What follows belongs to an exercise in optimizing a design on an open flow for small area; a production flow would make more cautious choices.
Only simulation tests tie the RTL to the original design; equivalence was not proved.

==> flow/design.v (excerpt) <==
module tree#(parameter NUM = 128, LEN = 16, LEVEL = $clog2(NUM) )(
    input  clk,
    input  [NUM*LEN-1:0] in,
    output [LEN-1:0] sum
    );
    localparam G   = 16;              
    localparam NG  = NUM / G;         
    localparam LAT = LEVEL;           
    wire [NG*LEN-1:0] gres;
    genvar g;
    for (g = 0; g < NG; g = g + 1) begin : g_grp
        prio_sel #(.N(G), .LEN(LEN)) u_sel (.in(in[g*G*LEN +: G*LEN]), .out(gres[g*LEN +: LEN]));
    end
    reg [NG*LEN-1:0] r1;
    always @(posedge clk)
        r1 <= gres;
    localparam NH = NG / 2;
    wire [2*LEN-1:0] hres;
    prio_sel #(.N(NH), .LEN(LEN)) u_lo (.in(r1[0 +: NH*LEN]), .out(hres[0 +: LEN]));
    prio_sel #(.N(NH), .LEN(LEN)) u_hi (.in(r1[NH*LEN +: NH*LEN]), .out(hres[LEN +: LEN]));
    reg [2*LEN-1:0] r2;
    always @(posedge clk)
        r2 <= hres;
    wire [LEN-1:0] res = r2[0] ? r2[0 +: LEN] : r2[LEN +: LEN];
    reg [(LAT-2)*LEN-1:0] pipe;
    always @(posedge clk)
        pipe <= {pipe[(LAT-3)*LEN-1:0], res};
    assign sum = pipe[(LAT-2)*LEN-1 -: LEN];
endmodule
For scale: about 240 flip-flops, about 2100 I/O pins, roughly 17000 sq um of cells after synthesis.
Settings: LEC_CHECK=0, CAP_MARGIN=20, CORE_AREA=10 10 550 310, CTS_BUF_LIST=sky130_fd_sc_hd__clkbuf_4 sky130_fd_sc_hd__clkbuf_8, DIE_AREA=0 0 560 320, SETUP_SLACK_MARGIN=0.1, SLEW_MARGIN=20, SYNTH_HIERARCHICAL=1; clock period 2.0 ns.
standard.sh (not shown) runs the stock make flow with config.mk's settings and CLKGATE_MAP_FILE= SYNTH_SCRIPT=/design/flow/synth_recipe.tcl, a recipe that flattens the netlist after the stock synthesis.
==> flow/flow/run.sh <==
#!/bin/bash
# The standard layout, except that
# - the port buffers buffer_ports inserts during placement are the smallest
#   buffer (buf_1) instead of the one it picks itself,
# - the pin placer puts the data pins on the top and bottom edges only (met2),
#   one routing track apart, so that the 2065 ports fit along a smaller die,
# - and the clock pin sits alone on the left edge (flow/io.tcl).
set -euo pipefail
export BUFFER_PORTS_ARGS="-inputs -outputs -buffer_cell sky130_fd_sc_hd__buf_1"
export PLACE_PINS_ARGS="-min_distance 1 -min_distance_in_tracks -exclude left:* -exclude right:*"
export IO_CONSTRAINTS="$PWD/flow/io.tcl"
bash standard.sh finish > standard_flow.log 2>&1
==> flow/flow/io.tcl <==
# The clock pin alone on the left edge (met3), away from the densely packed
# data pins on the top and bottom edges.
place_pin -pin_name clk -layer met3 -location {0.4 160.14} -pin_size {0.8 0.3} -force_to_die_boundary
The starting point passed the timing, design-rule and antenna checks.
Change:
--- a/flow/config.mk
+++ b/flow/config.mk
@@ -10 +9,0 @@
-export CTS_BUF_LIST = sky130_fd_sc_hd__clkbuf_4 sky130_fd_sc_hd__clkbuf_8
@@ -12 +11,2 @@
-export SETUP_SLACK_MARGIN = 0.1
+export GPL_TIMING_DRIVEN = 0
+export SETUP_SLACK_MARGIN = 0.3
Result:
- The new run ended with an error in global routing, error GRT-0116
- area after synthesis does not change
- synthesized cell count does not change
Change:
--- a/flow/config.mk
+++ b/flow/config.mk
@@ -12 +12 @@
-export SETUP_SLACK_MARGIN = 0.3
+export SETUP_SLACK_MARGIN = 0.1
Effect:
- The changed run completed and failed the layout checks on negative setup slack
- synthesized area is unchanged
- synthesized cell count is unchanged
Change:
==> flow/flow/run.sh (replaced) <==
#!/bin/bash
# The standard layout, except that
# - the port buffers buffer_ports inserts during placement are the smallest
#   buffer (buf_1) instead of the one it picks itself,
# - the pin placer may put pins one routing track apart (instead of two), so
#   that the 2065 ports fit along a smaller die,
# - and flow/io.tcl gives each group of data pins its own stretch of the top or
#   bottom edge, the result pins the right edge and the clock pin the left.
set -euo pipefail
export BUFFER_PORTS_ARGS="-inputs -outputs -buffer_cell sky130_fd_sc_hd__buf_1"
export PLACE_PINS_ARGS="-min_distance 1 -min_distance_in_tracks"
export IO_CONSTRAINTS="$PWD/flow/io.tcl"
bash standard.sh finish > standard_flow.log 2>&1
==> flow/flow/io.tcl (replaced) <==
# The clock pin alone on the left edge (met3).
place_pin -pin_name clk -layer met3 -location {0.4 160.14} -pin_size {0.8 0.3} -force_to_die_boundary
# Each stage-1 group of 16 words (256 pins) gets its own 130 um stretch of the
# bottom (groups 0-3) or top (groups 4-7) edge, so that its logic stays close
# together; the result pins go on the right edge.
for {set g 0} {$g < 8} {incr g} {
  set names {}
  for {set i [expr {$g * 256}]} {$i < [expr {($g + 1) * 256}]} {incr i} {
    lappend names "in\[$i\]"
  }
  set x0 [expr {20 + 130 * ($g % 4)}]
  set edge [expr {$g < 4 ? "bottom" : "top"}]
  set_io_pin_constraint -pin_names $names -region $edge:$x0-[expr {$x0 + 130}]
}
set names {}
for {set i 0} {$i < 16} {incr i} { lappend names "sum\[$i\]" }
set_io_pin_constraint -pin_names $names -region right:100-220
--- a/flow/config.mk
+++ b/flow/config.mk
@@ -12 +12 @@
-export SETUP_SLACK_MARGIN = 0.1
+export SETUP_SLACK_MARGIN = 0.2
What happened: Now the flow completed with no timing, DRC or antenna violations. Worst hold slack gets worse by 0.041 ns. Utilization decreases by 0.47 points. Worst setup slack is better by 0.22 ns. Synthesized area is unchanged. Sequential share of layout area grows by 0.40 points. Cell count shrinks by 1.1%. Routed wire length decreases by 16%.
Change:
==> flow/flow/run.sh (replaced) <==
#!/bin/bash
# The standard layout, except that
# - the port buffers buffer_ports inserts during placement are the smallest
#   buffer (buf_1) instead of the one it picks itself,
# - the pin placer puts the data pins on the top and bottom edges only (met2),
#   one routing track apart, so that the 2065 ports fit along a smaller die,
# - and the clock pin sits alone on the left edge (flow/io.tcl).
set -euo pipefail
export BUFFER_PORTS_ARGS="-inputs -outputs -buffer_cell sky130_fd_sc_hd__buf_1"
export PLACE_PINS_ARGS="-min_distance 1 -min_distance_in_tracks -exclude left:* -exclude right:*"
export IO_CONSTRAINTS="$PWD/flow/io.tcl"
bash standard.sh finish > standard_flow.log 2>&1
==> flow/flow/io.tcl (replaced) <==
# The clock pin alone on the left edge (met3), away from the densely packed
# data pins on the top and bottom edges.
place_pin -pin_name clk -layer met3 -location {0.4 160.14} -pin_size {0.8 0.3} -force_to_die_boundary
--- a/flow/config.mk
+++ b/flow/config.mk
@@ -8 +8 @@
-export CAP_MARGIN = 20
+export CAP_MARGIN = 5
@@ -11,3 +11,2 @@
-export GPL_TIMING_DRIVEN = 0
-export SETUP_SLACK_MARGIN = 0.2
-export SLEW_MARGIN = 20
+export SETUP_SLACK_MARGIN = 0.1
+export SLEW_MARGIN = 5
Result: Via count is higher by roughly a tenth; final area grows by roughly a tenth; count of clock-buffer cells in the layout rose by 5; non-clock buffer count is higher by 386; core utilization came out higher by 1.8 points; worst setup slack stays flat; synthesized area does not change; die area does not change; critical path depth is lower by 1.

[port drivers added, routing unchanged]
How much do the figures lean on ideal ports? The routed layouts below were timed once more, with nothing changed but the port constraints.
Step 1 (the two cells are an assumption about what drives the block):
set clk [get_ports {clk}]
set_driving_cell -lib_cell sky130_fd_sc_hd__clkbuf_16 $clk
set_driving_cell -lib_cell sky130_fd_sc_hd__buf_2 [delete_from_list [all_inputs] $clk]
Step 2 times the ports against the registers' clock, not the clock port: input delays grow and output delays shrink by t, the midpoint of the rising clock arrivals with the driver on.
a / b / c = ideal / step 1 / step 2; a / b = the first two.
run	t (ns)	setup WS [ns]	worst hold slack (ns)	worst setup path at the end
the first run	0.728	0.144 / 0.122 / -0.606	0.091 / 0.115 / 0.317	input to register
the third run	0.640	-0.090 / -0.107 / -0.747	0.116 / 0.134 / 0.327	input to register
the fourth run	0.635	0.134 / 0.104 / -0.531	0.075 / 0.079 / 0.322	input to register
the fifth run	0.706	0.135 / 0.123 / -0.582	0.074 / 0.110 / 0.313	input to register
With both steps, setup timing fails in the first run, the fourth run and the fifth run, where it was met with ideal ports. The setup slack of the first run, which loses most, moves by -0.022 ns with the drivers and by -0.750 ns with both steps.
